From an optimization exercise on the open Yosys and OpenROAD flow, aimed at small area, a short achievable clock period and few clock cycles; shortcuts taken in it are not production practice.
In this exercise RTL edits were held to simulation tests only and were not proved equivalent to the original.
Power and IR drop assume default switching activity.

### config.mk
export PLATFORM = sky130hd
export DESIGN_NAME = CPU_top
export DESIGN_NICKNAME = CPU_top
export VERILOG_FILES = /design/flow/design.v
export SDC_FILE = /design/flow/constraint.sdc
export NUM_CORES = 4
export LEC_CHECK = 0
export CAP_MARGIN = 20
export CORE_MARGIN = 2
export CORE_UTILIZATION = 40
export SLEW_MARGIN = 20
### constraint.sdc
create_clock -name core_clock -period 10.5 [get_ports {clk}]
set_input_delay 2.1000 -clock core_clock [delete_from_list [all_inputs] [get_ports {clk}]]
set_output_delay 2.1000 -clock core_clock [all_outputs]
set_load 0.01 [all_outputs]
### design.v
`timescale 1ns / 1ps
module decoder#(
    parameter input_width = 2,
    parameter output_width = 2**input_width
    )(
    input [input_width - 1:0] data_in,
    output [output_width - 1:0] data_out
    );
    genvar i;
    generate
        for (i=0;i<output_width;i=i+1) begin: one_hot
                assign data_out[i] = (data_in==i);
        end
    endgenerate
endmodule
`timescale 1ns / 1ps
module StoreMask(
    input memwrite,
    input [1:0] addr,
    input [2:0] funct3,
    output [3:0] mask
    );
    wire [3:0] mask_Byte;
    wire [3:0] mask_Half = addr[1]? 4'b1100 : 4'b0011;
    decoder d2_4(.data_in(addr), .data_out(mask_Byte));
    assign mask = memwrite ? (
        (funct3 == 3'b000) ? mask_Byte :  
        (funct3 == 3'b001) ? mask_Half :  
        4'b1111) : 4'b0000;  
endmodule
`timescale 1ns / 1ps
module LoadMask(
    input [31:0] mem_data_raw,
    input [1:0] addr,
    input [2:0] funct3,
    output reg [31:0] mem_data
    );
    wire [7:0] byte_data = 
        (addr == 2'b00)? mem_data_raw[7:0] :
        (addr == 2'b01)? mem_data_raw[15:8] :
        (addr == 2'b10)? mem_data_raw[23:16] : mem_data_raw[31:24];
    wire [15:0] half_data = addr[1] ? mem_data_raw[31:16] : mem_data_raw[15:0];
    always@ (*) begin
        case (funct3)
            3'b000: mem_data = {{24{byte_data[7]}}, byte_data};
            3'b001: mem_data = {{16{half_data[15]}}, half_data};
            3'b100: mem_data = {24'b0, byte_data};
            3'b101: mem_data = {16'b0, half_data};
            default: mem_data = mem_data_raw;
        endcase
    end
endmodule
`timescale 1ns / 1ps
module ProgramCounter(
    input clk,
    input reset,
    input stall,
    input j_br,
    input [31:0]bta,
    output reg [31:0] PC_IF,
    output [31:0] PC_next
    );
    assign PC_next = j_br? bta : (stall||reset)? PC_IF : (PC_IF+4);
    always@(posedge clk or posedge reset) begin
        if (reset) begin
            PC_IF <= 32'b0;
        end else begin
            PC_IF <= PC_next;
        end
    end
endmodule
`timescale 1ns / 1ps
module IF_ID_stage(
    input clk,
    input reset,
    input stall,
    input flush,
    input [31:0] PC_IF,
    input [31:0] Instr_IF,
    output reg [31:0] PC_ID,
    output reg [31:0] Instr_ID,
    output reg WBFF
    );
    always@(posedge clk) begin
        if (~stall) begin
            PC_ID <= PC_IF;
            Instr_ID <= Instr_IF;
        end
    end
    always@(posedge clk or posedge reset) begin
        if (reset) begin
            WBFF <= 1;
        end else begin
            if (flush) begin
                WBFF <= 1;
            end else begin
                WBFF <= 0;
            end
        end
    end
endmodule
`timescale 1ns / 1ps
module DecodingUnit(
    input [31:0]Instr_ID,
    output DU_rs1_valid,
    output DU_rs2_valid,
    output [4:0]DU_rs1,
    output [4:0]DU_rs2,
    output [4:0]DU_rd,
    output DU_memread,
    output DU_memwrite,
    output DU_regwrite,
    output DU_j,
    output DU_br,
    output DU_jalr,
    output DU_sub,
    output DU_sra,
    output DU_shdir,
    output DU_Asrc,
    output DU_Bsrc,
    output [2:0]DU_funct3,
    output [2:0]DU_ALUOP,
    output reg [31:0]DU_imm
    );
    reg raw_regwrite;
    wire[6:0] opcode = Instr_ID[6:0];
    wire[6:0] funct7 = Instr_ID[31:25];
    wire[2:0] funct3 = Instr_ID[14:12];
    wire LUI = opcode == 7'b0110111;
    wire AUIPC = opcode == 7'b0010111;
    wire JAL = opcode == 7'b1101111;
    wire JALR = opcode == 7'b1100111;
    wire B_type = opcode == 7'b1100011;
    wire R_type = opcode == 7'b0110011;
    wire I_type = opcode == 7'b0010011;  
    wire L_type = opcode == 7'b0000011;
    wire S_type = opcode == 7'b0100011;
    assign DU_ALUOP[2:0] = (I_type || R_type)? funct3 : 3'b0;  
    assign DU_rd = Instr_ID[11:7];
    assign DU_rs1 = LUI? 5'b0 : Instr_ID[19:15];
    assign DU_rs2 = Instr_ID[24:20];
    assign DU_rs1_valid = ~(LUI || AUIPC || JAL);
    assign DU_rs2_valid = (B_type || S_type || R_type);
    assign DU_sra = funct7 == 7'b0100000;
    assign DU_shdir = funct3 == 3'b001;  
    assign DU_sub = (funct7 == 7'b0100000) & R_type;
    assign DU_memread = L_type;
    assign DU_memwrite = S_type;
    assign DU_j = JAL || JALR;
    assign DU_jalr = JALR;
    assign DU_br = B_type;
    assign DU_regwrite = raw_regwrite && (DU_rd != 5'b0);
    assign DU_Asrc = AUIPC || JAL || JALR;  
    assign DU_Bsrc = ~(R_type || B_type);  
    assign DU_funct3 = funct3;
    always@(*) begin
        raw_regwrite = 0;
        DU_imm = {Instr_ID[31:12], 12'b0};
        if (LUI || AUIPC) begin  
            raw_regwrite = 1;
        end else if (JAL) begin  
            raw_regwrite = 1;
            DU_imm = {{12{Instr_ID[31]}}, Instr_ID[19:12], Instr_ID[20], Instr_ID[30:25], Instr_ID[24:21], 1'b0};
        end else if (B_type) begin  
            DU_imm = {{20{Instr_ID[31]}}, Instr_ID[7], Instr_ID[30:25], Instr_ID[11:8], 1'b0};
        end else if (S_type) begin  
            DU_imm = {{20{Instr_ID[31]}}, Instr_ID[31:25], Instr_ID[11:7]};
        end else if (L_type || I_type || JALR) begin  
            raw_regwrite = 1;
            DU_imm = {{20{Instr_ID[31]}}, Instr_ID[31:20]};
        end else if (R_type) begin  
            raw_regwrite = 1;
        end
    end
endmodule
`timescale 1ns / 1ps
module RegFile(
    input clk,
    input [4:0] rs1,
    input [4:0] rs2,
    input [4:0] rd,
    input [4:0] addr_e,
    input regwrite,
    input [31:0] rd_data,
    output [31:0] rs1_data,
    output [31:0] rs2_data,
    output [31:0] data_e
    );
    reg [31:0] regs [1:31];
    assign rs1_data = (rs1 == 5'b0)? 32'b0 : ((rd == rs1) && regwrite) ? rd_data : regs[rs1];
    assign rs2_data = (rs2 == 5'b0)? 32'b0 : ((rd == rs2) && regwrite) ? rd_data : regs[rs2];
    assign data_e = (addr_e == 5'b0)? 32'b0 : regs[addr_e];
    always@(posedge clk) begin
        if (regwrite)
            regs[rd] <= rd_data;
    end
endmodule
`timescale 1ns / 1ps
module HDU(
    input [4:0] rs1_ID,
    input [4:0] rs2_ID,
    input rs1_valid,
    input rs2_valid,
    input [4:0] rd_EX,
    input memread_EX,
    input regwrite_EX,
    output stall
    );
    assign stall = 
    ( memread_EX && regwrite_EX && rs1_valid && (rs1_ID == rd_EX) )
    ||
    ( memread_EX && regwrite_EX && rs2_valid && (rs2_ID == rd_EX) );
endmodule
`timescale 1ns / 1ps
module ID_EX_stage(
    input clk,
    input reset,
    input stall,
    input flush,
    input WBFF,
    input memread_ID,
    input memwrite_ID,
    input regwrite_ID,
    input j_ID,
    input br_ID,
    input [31:0] PC_ID,
    input [4:0] rs1_ID,
    input [4:0] rs2_ID,
    input [4:0] rd_ID,
    input [31:0] rs1_data_ID,
    input [31:0] rs2_data_ID,
    input jalr_ID,
    input sub_ID,
    input sra_ID,
    input shdir_ID,
    input [2:0] funct3_ID,
    input Asrc_ID,
    input Bsrc_ID,
    input [2:0] ALUOP_ID,
    input [31:0] imm_ID,
    output reg memread_EX,
    output reg memwrite_EX,
    output reg regwrite_EX,
    output reg j_EX,
    output reg br_EX,
    output reg [31:0] PC_EX,
    output reg [4:0] rs1_EX,
    output reg [4:0] rs2_EX,
    output reg [4:0] rd_EX,
    output reg [31:0] rs1_data_EX,
    output reg [31:0] rs2_data_EX,
    output reg jalr_EX,
    output reg sub_EX,
    output reg sra_EX,
    output reg shdir_EX,
    output reg [2:0] funct3_EX,
    output reg Asrc_EX,
    output reg Bsrc_EX,
    output reg [2:0] ALUOP_EX,
    output reg [31:0] imm_EX
    );
    always@(posedge clk or posedge reset) begin
        if (reset) begin
            memread_EX <= 0;
            memwrite_EX <= 0;
            regwrite_EX <= 0;
            j_EX <= 0;
            br_EX <= 0;
        end else begin
            if (flush || WBFF || stall) begin
                memread_EX <= 0;
                memwrite_EX <= 0;
                regwrite_EX <= 0;
                j_EX <= 0;
                br_EX <= 0;
            end else begin
                memread_EX <= memread_ID;
                memwrite_EX <= memwrite_ID;
                regwrite_EX <= regwrite_ID;
                j_EX <= j_ID;
                br_EX <= br_ID;
            end
        end
    end
    always@(posedge clk) begin
        if (~stall) begin
            PC_EX <= PC_ID;
            rs1_EX <= rs1_ID;
            rs2_EX <= rs2_ID;
            rd_EX <= rd_ID;
            rs1_data_EX <= rs1_data_ID;
            rs2_data_EX <= rs2_data_ID;
            jalr_EX <= jalr_ID;
            sub_EX <= sub_ID;
            sra_EX <= sra_ID;
            shdir_EX <= shdir_ID;
            Asrc_EX <= Asrc_ID;
            Bsrc_EX <= Bsrc_ID;
            funct3_EX <= funct3_ID;
            ALUOP_EX <= ALUOP_ID;
            imm_EX <= imm_ID;
        end
    end
endmodule
`timescale 1ns / 1ps
module FU(
    input [4:0] rs1_EX,
    input [4:0] rs2_EX,
    input [31:0] rs1_data_raw,
    input [31:0] rs2_data_raw,
    input regwrite_MEM,
    input regwrite_WB,
    input [4:0] rd_MEM,
    input [4:0] rd_WB,
    input [31:0] rd_data_MEM,
    input [31:0] rd_data_WB,
    output reg [31:0] rs1_data_EX,
    output reg [31:0] rs2_data_EX
    );
    always@ (*) begin
        if (regwrite_MEM && (rs1_EX == rd_MEM)) begin
            rs1_data_EX = rd_data_MEM;
        end else if (regwrite_WB && (rs1_EX == rd_WB)) begin
            rs1_data_EX = rd_data_WB;
        end else begin
            rs1_data_EX = rs1_data_raw;
        end
        if (regwrite_MEM && (rs2_EX == rd_MEM)) begin
            rs2_data_EX = rd_data_MEM;
        end else if (regwrite_WB && (rs2_EX == rd_WB)) begin
            rs2_data_EX = rd_data_WB;
        end else begin
            rs2_data_EX = rs2_data_raw;
        end
    end
endmodule
`timescale 1ns / 1ps
module ALU(
    input [31:0] rs1_data,
    input [31:0] rs2_data,
    input [31:0] PC,
    input [31:0] imm,
    input [2:0] ALUOP,
    input Asrc,
    input Bsrc,
    input sra,
    input shdir,
    input sub,
    input jalr,
    input j,
    input memwrite,
    input memread,
    output [31:0] BTA,
    output EQ,
    output LT,
    output LTU,
    output reg[31:0] Z
    );
    wire [31:0] A_in_PC, B_in_PC, A_in, B_in, Z_add_sub, Z_shift, Z_and, Z_or, Z_xor, Z_slt, Z_sltu;
    assign EQ = A_in == B_in;
    assign LT = $signed(A_in) < $signed(B_in);
    assign LTU = A_in < B_in;
    assign A_in = Asrc? PC : rs1_data;
    assign B_in = j? 32'h4 : Bsrc? imm : rs2_data;
    assign Z_add_sub = sub? (A_in - B_in) : (A_in + B_in);
    assign Z_shift = shdir? (rs1_data << B_in[4:0]) : sra? $signed($signed(rs1_data) >>> B_in[4:0]) : (rs1_data >> B_in[4:0]);
    assign Z_and = A_in & B_in;
    assign Z_or = A_in | B_in;
    assign Z_xor = A_in ^ B_in;
    assign Z_slt = LT? 32'b1 : 32'b0;
    assign Z_sltu = LTU? 32'b1 : 32'b0;
    assign A_in_PC = (jalr||memwrite||memread)? rs1_data : PC;
    assign B_in_PC = imm;
    assign BTA = (A_in_PC + B_in_PC) & {{31{1'b1}}, ~jalr};
    always@(*)begin
        case (ALUOP)
            3'b000: Z = Z_add_sub;
            3'b001: Z = Z_shift;
            3'b010: Z = Z_slt;
            3'b011: Z = Z_sltu;
            3'b100: Z = Z_xor;
            3'b101: Z = Z_shift; 
            3'b110: Z = Z_or;
            3'b111: Z = Z_and;
        endcase 
    end
endmodule
`timescale 1ns / 1ps
module BranchUnit(
    input j,
    input br,
    input [2:0] funct3,
    input EQ,
    input LT,
    input LTU,
    output reg j_br
    );
    always@ (*) begin
        j_br = 0;
        if (j) 
            j_br = 1;
        else if (br) begin
            case (funct3)
                3'b000: j_br = EQ;  
                3'b001: j_br = ~EQ;  
                3'b100: j_br = LT;  
                3'b101: j_br = ~LT;  
                3'b110: j_br = LTU;  
                3'b111: j_br = ~LTU;  
                default: j_br = 0; 
            endcase 
        end
    end
endmodule
`timescale 1ns / 1ps
module EX_MEM_stage(
    input clk,
    input reset,
    input memread_EX,
    input regwrite_EX,
    input [2:0] funct3_EX,
    input [4:0] rd_EX,
    input [31:0] ALU_data_EX,
    output reg memread_MEM,
    output reg regwrite_MEM,
    output reg [2:0] funct3_MEM,
    output reg [4:0] rd_MEM,
    output reg [31:0] ALU_data_MEM
    );
    always@(posedge clk or posedge reset) begin
        if (reset) begin
            memread_MEM <= 0;
            regwrite_MEM <= 0;
        end else begin
            memread_MEM <= memread_EX;
            regwrite_MEM <= regwrite_EX;
        end
    end
    always@(posedge clk) begin
        funct3_MEM <= funct3_EX;
        rd_MEM <= rd_EX;
        ALU_data_MEM <= ALU_data_EX;
    end
endmodule
`timescale 1ns / 1ps
module MEM_WB_stage(
    input clk,
    input reset,
    input regwrite_MEM,
    input [4:0] rd_MEM,
    input memread_MEM,
    input [31:0] ALU_data_MEM,
    input [31:0] mem_data_MEM,
    output reg regwrite_WB,
    output reg [4:0] rd_WB,
    output reg memread_WB, 
    output reg [31:0] mem_data_WB,
    output reg [31:0] ALU_data_WB
    );
    always@(posedge clk or posedge reset) begin
        if (reset) begin
            regwrite_WB <= 0;
        end else begin
            regwrite_WB <= regwrite_MEM;
        end
    end
    always@(posedge clk) begin
        rd_WB <= rd_MEM;
        memread_WB <= memread_MEM;
        ALU_data_WB <= ALU_data_MEM;
        mem_data_WB <= mem_data_MEM;
    end
endmodule
`timescale 1ns / 1ps
module CPU_top(
    input clk,
    input reset,
    output [29:0] imem_waddr,
    input [31:0] imem_rdata,
    output dmem_en,
    output [3:0] dmem_we,
    output [29:0] dmem_waddr,
    output [31:0] dmem_wdata,
    input [31:0] dmem_rdata,
    input [4:0] dbg_addr,
    output [31:0] dbg_data
    );
    wire [31:0] PC_next, PC_IF, Instr_IF;
    wire stall, WBFF, rs1_valid, rs2_valid, memread_ID, memwrite_ID, regwrite_ID;
    wire j_ID, br_ID, jalr_ID, sub_ID, sra_ID, shdir_ID, Asrc_ID, Bsrc_ID;
    wire [2:0] funct3_ID, ALUOP_ID;
    wire [4:0] rs1_ID, rs2_ID, rd_ID;
    wire [31:0] PC_ID, Instr_ID, rs1_data_ID, rs2_data_ID, imm_ID;
    wire j_br, memread_EX, memwrite_EX, regwrite_EX, j_EX, br_EX;
    wire jalr_EX, sub_EX, sra_EX, shdir_EX, Asrc_EX, Bsrc_EX, EQ, LT, LTU;
    wire [2:0] funct3_EX, ALUOP_EX;
    wire [3:0] mask_EX;
    wire [4:0] rs1_EX, rs2_EX, rd_EX;
    wire [31:0] PC_EX, rs1_data_EX_raw, rs2_data_EX_raw, rs1_data_EX, rs2_data_EX, imm_EX, BTA, ALU_data_EX;
    wire memread_MEM, regwrite_MEM;
    wire [2:0] funct3_MEM;
    wire [4:0] rd_MEM;
    wire [31:0] mem_data_raw, ALU_data_MEM, mem_data_MEM;
    wire regwrite_WB, memread_WB;
    wire [4:0] rd_WB;
    wire [31:0] mem_data_WB, ALU_data_WB, rd_data_WB;
    ProgramCounter PC_0 (
    .clk(clk),
    .reset(reset),
    .stall(stall),
    .j_br(j_br),
    .bta(BTA),
    .PC_IF(PC_IF),
    .PC_next(PC_next)
    );
    assign imem_waddr = PC_next[31:2];
    assign Instr_IF = imem_rdata;
    IF_ID_stage IF_ID_stage_0 (
    .clk(clk),
    .reset(reset),
    .stall(stall),
    .flush(j_br),
    .PC_IF(PC_IF),
    .Instr_IF(Instr_IF),
    .PC_ID(PC_ID),
    .Instr_ID(Instr_ID),
    .WBFF(WBFF)
    );
    DecodingUnit DU_0 (
    .Instr_ID(Instr_ID),
    .DU_rs1_valid(rs1_valid),
    .DU_rs2_valid(rs2_valid),
    .DU_rs1(rs1_ID),
    .DU_rs2(rs2_ID),
    .DU_rd(rd_ID),
    .DU_memread(memread_ID),
    .DU_memwrite(memwrite_ID),
    .DU_regwrite(regwrite_ID),
    .DU_j(j_ID),
    .DU_br(br_ID),
    .DU_jalr(jalr_ID),
    .DU_sub(sub_ID),
    .DU_sra(sra_ID),
    .DU_shdir(shdir_ID),
    .DU_funct3(funct3_ID),
    .DU_Asrc(Asrc_ID),
    .DU_Bsrc(Bsrc_ID),
    .DU_ALUOP(ALUOP_ID),
    .DU_imm(imm_ID)
    );
    RegFile RegFile_0 (
        .clk(clk),
        .rs1(rs1_ID),
        .rs2(rs2_ID),
        .rd(rd_WB),
        .addr_e(dbg_addr),
        .regwrite(regwrite_WB),
        .rd_data(rd_data_WB),
        .rs1_data(rs1_data_ID),
        .rs2_data(rs2_data_ID),
        .data_e(dbg_data)
    );
    HDU HDU_0 (
    .rs1_ID(rs1_ID),
    .rs2_ID(rs2_ID),
    .rs1_valid(rs1_valid),
    .rs2_valid(rs2_valid),
    .rd_EX(rd_EX),
    .memread_EX(memread_EX),
    .regwrite_EX(regwrite_EX),
    .stall(stall)
    );
    ID_EX_stage ID_EX_stage_0 (
    .clk(clk),
    .reset(reset),
    .stall(stall),
    .flush(j_br),
    .WBFF(WBFF),
    .memread_ID(memread_ID),
    .memwrite_ID(memwrite_ID),
    .regwrite_ID(regwrite_ID),
    .j_ID(j_ID),
    .br_ID(br_ID),
    .PC_ID(PC_ID),
    .rs1_ID(rs1_ID),
    .rs2_ID(rs2_ID),
    .rd_ID(rd_ID),
    .rs1_data_ID(rs1_data_ID),
    .rs2_data_ID(rs2_data_ID),
    .jalr_ID(jalr_ID),
    .sub_ID(sub_ID),
    .sra_ID(sra_ID),
    .shdir_ID(shdir_ID),
    .funct3_ID(funct3_ID),
    .Asrc_ID(Asrc_ID),
    .Bsrc_ID(Bsrc_ID),
    .ALUOP_ID(ALUOP_ID),
    .imm_ID(imm_ID),
    .memread_EX(memread_EX),
    .memwrite_EX(memwrite_EX),
    .regwrite_EX(regwrite_EX),
    .j_EX(j_EX),
    .br_EX(br_EX),
    .PC_EX(PC_EX),
    .rs1_EX(rs1_EX),
    .rs2_EX(rs2_EX),
    .rd_EX(rd_EX),
    .rs1_data_EX(rs1_data_EX_raw),
    .rs2_data_EX(rs2_data_EX_raw),
    .jalr_EX(jalr_EX),
    .sub_EX(sub_EX),
    .sra_EX(sra_EX),
    .shdir_EX(shdir_EX),
    .funct3_EX(funct3_EX),
    .Asrc_EX(Asrc_EX),
    .Bsrc_EX(Bsrc_EX),
    .ALUOP_EX(ALUOP_EX),
    .imm_EX(imm_EX)
    );
    FU FU_0 (
    .rs1_EX(rs1_EX),
    .rs2_EX(rs2_EX),
    .rs1_data_raw(rs1_data_EX_raw),
    .rs2_data_raw(rs2_data_EX_raw),
    .regwrite_MEM(regwrite_MEM),
    .regwrite_WB(regwrite_WB),
    .rd_MEM(rd_MEM),
    .rd_WB(rd_WB),
    .rd_data_MEM(ALU_data_MEM),
    .rd_data_WB(rd_data_WB),
    .rs1_data_EX(rs1_data_EX),
    .rs2_data_EX(rs2_data_EX)
    );
    ALU ALU_0 (
    .rs1_data(rs1_data_EX),
    .rs2_data(rs2_data_EX),
    .PC(PC_EX),
    .imm(imm_EX),
    .ALUOP(ALUOP_EX),
    .Asrc(Asrc_EX),
    .Bsrc(Bsrc_EX),
    .sra(sra_EX),
    .shdir(shdir_EX),
    .sub(sub_EX),
    .jalr(jalr_EX),
    .j(j_EX),
    .memwrite(memwrite_EX),
    .memread(memread_EX),
    .BTA(BTA),
    .EQ(EQ),
    .LT(LT),
    .LTU(LTU),
    .Z(ALU_data_EX)
    );
    BranchUnit BU_0 (
    .j(j_EX),
    .br(br_EX),
    .funct3(funct3_EX),
    .EQ(EQ),
    .LT(LT),
    .LTU(LTU),
    .j_br(j_br)
    );
    StoreMask StoreMask_0 (
    .memwrite(memwrite_EX),
    .addr(BTA[1:0]),
    .funct3(funct3_EX),
    .mask(mask_EX)
    );
    EX_MEM_stage EX_MEM_stage_0 (
    .clk(clk),
    .reset(reset),
    .memread_EX(memread_EX),
    .regwrite_EX(regwrite_EX),
    .funct3_EX(funct3_EX),
    .rd_EX(rd_EX),
    .ALU_data_EX(ALU_data_EX),
    .memread_MEM(memread_MEM),
    .regwrite_MEM(regwrite_MEM),
    .funct3_MEM(funct3_MEM),
    .rd_MEM(rd_MEM),
    .ALU_data_MEM(ALU_data_MEM)
    );
    assign dmem_en = memread_EX || memwrite_EX;
    assign dmem_we = mask_EX;
    assign dmem_waddr = BTA[31:2];
    assign dmem_wdata = (funct3_EX[1:0] == 2'b00) ? {4{rs2_data_EX[7:0]}} :
                        (funct3_EX[1:0] == 2'b01) ? {2{rs2_data_EX[15:0]}} : rs2_data_EX;
    assign mem_data_raw = dmem_rdata;
    LoadMask LoadMask_0 (
    .mem_data_raw(mem_data_raw),
    .addr(ALU_data_MEM[1:0]),
    .funct3(funct3_MEM),
    .mem_data(mem_data_MEM)
    );
    MEM_WB_stage MEM_WB_stage_0 (
    .clk(clk),
    .reset(reset),
    .regwrite_MEM(regwrite_MEM),
    .rd_MEM(rd_MEM),
    .memread_MEM(memread_MEM),
    .ALU_data_MEM(ALU_data_MEM),
    .mem_data_MEM(mem_data_MEM),
    .regwrite_WB(regwrite_WB),
    .rd_WB(rd_WB),
    .memread_WB(memread_WB),
    .ALU_data_WB(ALU_data_WB),
    .mem_data_WB(mem_data_WB)
    );
    assign rd_data_WB = memread_WB? mem_data_WB : ALU_data_WB;
endmodule
### run.sh
#!/bin/bash
# synth_recipe.tcl (not shown) runs the flow's synth.tcl, then flattens the netlist and writes it again
# the make line also repeats each setting of config.mk as NAME=value (left out here)
make -C /OpenROAD-flow-scripts/flow DESIGN_CONFIG=/design/flow/config.mk WORK_HOME=/design/flow/orfs CLKGATE_MAP_FILE= SYNTH_SCRIPT=/design/flow/synth_recipe.tcl finish
==> out/results.md <==
- buf_4 -> mux2_2 -> mux2i_1 -> o21ai_0 -> mux2i_1 -> or2_2 -> ha_1 -> o21ai_1 -> nand2b_1 -> a31o_2 -> a2111oi_4 -> o31ai_2 -> buf_4 -> a21oi_2 -> xnor2_1 -> nand3_1 -> nand3_2 -> buf_4 -> mux2_2 -> clkdlybuf4s50_1 — series of cell instances along the critical path
- 3.010% — async set-reset flop share out of synthesis
- edfxtp_1 — main flop type after synthesis
- 0 — hold_buf cts
- 6.888 — routed via count divided by cell count
- reg2out — worst setup path category
- 10.30k — DRC violation total after the first TritonRoute iteration
- 99.64 MHz — upper clock frequency limit
- 102 — distinct cell type count after synthesis
- 7.94 ns — WP data arrival
- 7188 — post-synthesis cell count
- buf_4 — Crit path top cell by count
- 0 — Final setup violation count
- 9929 — final std cells w/o fill
- 453.8 um — Die Span X
- 8.40 ns — CP required
- 80940 sq um — Netlist Area Pre-Place
- reg2reg — Worst Hold Class
- 453.8 um — floorplan die height
- 2.61 ns — register-to-register path setup slack
- 95.58% — portion of the clock cycle consumed by the worst path in the final layout
- 0.06 ns — clock transition at the registers of the reported paths
- 0 — Max Cap Violations
- 12.69% — P&R area growth vs syn
- 19 — antenna violations before repair
- 0.88 ns — maximum cell stage delay along the critical path
- 232900 um — detailed-placement wirelength estimate
- 9637 — number of placed instances, taps included
- 1362 — register bit total from synthesis
- 0.3824 ns — worst hold slack after final layout
- 158 — maximum number of pins on one net before global-route repair
- 4 — H-tree lvl count
- 200 — Boundary Pins
- 7390 — Syn Nets
- 0.4643 ns — post-route setup slack
- 11 — synth warn
- 206000 sq um — die area
- 199 — count of input and output buffers
- 201700 sq um — core area
- 1.274 ns — measured slew at the worst slew-check pin
- 31.26 nW — standby leakage power
- 48.92% — sequential element share of the synthesized area
- 1.386 ns — worst setup slack before clock tree synthesis
- 1362 — clock net sink count
- 0 — Antenna Nets Post-Route
- 36.54 um — wire length per cell
- 7324 — count of nets after finishing
- clkbuf_16 — Root Buffer
- 165 — Placement Rows
- 0.1305 mV — worst IR drop on VDD
- 16.33% — layout cells sized above 1
- compound AO/OA/AOI/OAI gates — Top Family by Delay on Critical Path
- timing/DRC/antenna clean — run status
- o21ai_0 — CP max stage cell
- 45.22% — Final Core Density
- 0.83 ns — insertion delay to the later sink of the worst-skew pair
- 3 — maximum buffer depth of the clock tree
- 0 — Congestion Overflow GR
- flip-flop — element type at the critical path start
- 0 — number of design rule violations left after detail routing
- 153 — number of buffers inserted during clock tree synthesis
- 4 — number of buffer and inverter instances along the worst setup path
- 0.03927 ns — clk_skew
- 0 — Hold Violations, Final
- 35 — worst-path fanout max
- 68.39k — via total after detailed routing
- 185.1 nW/um^2 — total power divided by cell area
- 1211 — number of enable-type register cells in the synthesized netlist
- 0 — buffer count from post-CTS setup fixing
- 40.13% — Starting Density
- 11.26 sq um — synthesized area per cell
- output pin — endpoint kind of the worst setup timing path
- 362800 um — drt total wl
- 34.22% — Total Routing Usage GR
- 0 ns — TNS Setup
- 8 — DR pass1 iterations
- 10.04 ns — time the worst path needs with I/O delays and setup
- 501000 um — wire length of the first global-routing pass
- 14.53% — normalized max-slew margin
- 0 — Slew Limit Fails
- yes — TritonCTS clock tree
- 0 — post-CTS resize count
- 65.57k — vias in the first global route
- false — unrepaired setup endpoints after global routing
- 1.018 — routability cong.
==> sequential cells by signal (all words and copies together) (netlist names), 5 cells and up <==
register and cells:
RegFile_0.regs 992, EX_MEM_stage_0.ALU_data_MEM 32, ID_EX_stage_0.PC_EX 32, ID_EX_stage_0.imm_EX 32, ID_EX_stage_0.rs1_data_EX 32, ID_EX_stage_0.rs2_data_EX 32, IF_ID_stage_0.Instr_ID 32, IF_ID_stage_0.PC_ID 32
MEM_WB_stage_0.ALU_data_WB 32, MEM_WB_stage_0.mem_data_WB 32, PC_0.PC_IF 32, EX_MEM_stage_0.rd_MEM 5, ID_EX_stage_0.rd_EX 5, ID_EX_stage_0.rs1_EX 5, ID_EX_stage_0.rs2_EX 5, MEM_WB_stage_0.rd_WB 5
==> final cells by class <==
class | instances | area [sq um]
Multi-Input combinational cell | 5031 | 38510
Inverter | 151 | 589.3
Tap cell | 2672 | 3343
Fill cell | 18310 | 110500
Timing Repair Buffer | 423 | 3845
Antenna cell | 6 | 15.01
Sequential cell | 1362 | 39600
Clock buffer | 186 | 4110
Clock inverter | 98 | 1195
==> logic make-up (layout without fill, tap and decap cells) <==
kind of cell               Yosys count  count (layout)  synth area share, %
muxes                              932             932                17.29
and+or+nand+nor                   1745            1745                9.628
xor gates and xnor gates           126             126                1.363
AOI/OAI and AO/OA                 2097            2097                16.72
other                                0               6                    0
DFF                               1362            1362                48.92
adders and majority gates          131             131                2.053
buffers and inverters              795             858                4.027
==> power breakdown <==
group,switching [mW],internal (mW)
logic,2.75,1.39
registers,0.365,6.67
clock network,2.35,3.35
total,5.46,11.4
==> worst paths after layout <==
kind,from,to,depth (start not counted)
setup / recovery,MEM_WB_stage_0.memread_WB,imem_waddr[20],20
hold / removal,EX_MEM_stage_0.rd_MEM[3],MEM_WB_stage_0.rd_WB[3],0
setup reg to reg,MEM_WB_stage_0.memread_WB,EX_MEM_stage_0.ALU_data_MEM[31],17
hold reg to reg,EX_MEM_stage_0.rd_MEM[3],MEM_WB_stage_0.rd_WB[3],0
max in group asynchronous,reset,EX_MEM_stage_0.memread_MEM,2
min in group asynchronous,reset,PC_0.PC_IF[12],2
==> per-layer routing <==
metal  routed length (um)  vias up  global-route usage (%)
met5                  127        -                       0
met4                30640       20                   23.96
met3                43050     1437                   8.258
met2               157500     5337                   51.50
met1               131500    33630                   43.39
li1                     -    27970                       -
==> synth_stat cells (119+ instances only) <==
library cell	count	area, sq um
a211oi_1	166	1246
a21oi_1	554	2773
a31oi_1	119	744.5
clkbuf_1	435	1633
edfxtp_1	1211	36360
ha_1	128	1602
inv_1	140	525.5
mux2_2	196	2207
mux2i_1	382	3824
mux4_2	353	7950
nand2_1	772	2898
nor2_1	370	1389
nor3_1	242	1211
o21ai_0	412	2062
o221ai_1	160	1401
o22ai_1	249	1558
==> cell usage in the layout, fill, tap and decap left out, drive strengths merged, types with 47 or more instances in the layout <==
cell type         n
clkbuf          188
o221ai          160
nor3            252
dfxtp           110
a221oi           63
a311oi           69
nor2b            47
clkinv           70
mux2            197
a31oi           120
o22ai           249
xnor2            85
o21ai           427
ha              128
inv             149
and3             79
nor2            370
mux2i           382
nand3            81
buf             226
clkdlybuf4s50   195
nand2           772
a211oi          167
mux4            353
o31ai            62
edfxtp         1211
a21oi           558
==> through the flow <==
stage,power (mW),cell area [sq um]
final,16.88,91210
after global routing,17.29,91190
after CTS,16.77,91150
after detailed placement,11.15,85840
after global placement,11.14,85780
after floorplan,9.179,80940
Testbench counts, summed over its fixed seeds: cycles 137,665.

[separate check: timing with driven ports]
No port has a modelled driver above. Below, the same layout with a new extraction and two added sets of constraints.
Step 1 sets driving cells, clkbuf_16 on the clock port and buf_2 on the other inputs (assumed; they add their load-dependent delay and slew).
Step 2, shift: input delay + t, output delay - t, t = (earliest + latest rising clock arrival at the registers) / 2. This alone moves slack from input paths to output paths.
Slacks: ideal / step 1 / step 2; pairs: ideal / step 1.
shift t [ns]: 0.893
slack for setup (ns): 0.464 / 0.382 / 1.275
worst hold slack (ns): 0.382 / 0.382 / 0.382
worst data-port slew with drivers (ns): 0.07
After both steps this run still meets setup and hold. The setup slack of this run moves by -0.082 ns with the drivers and by +0.811 ns with both steps.
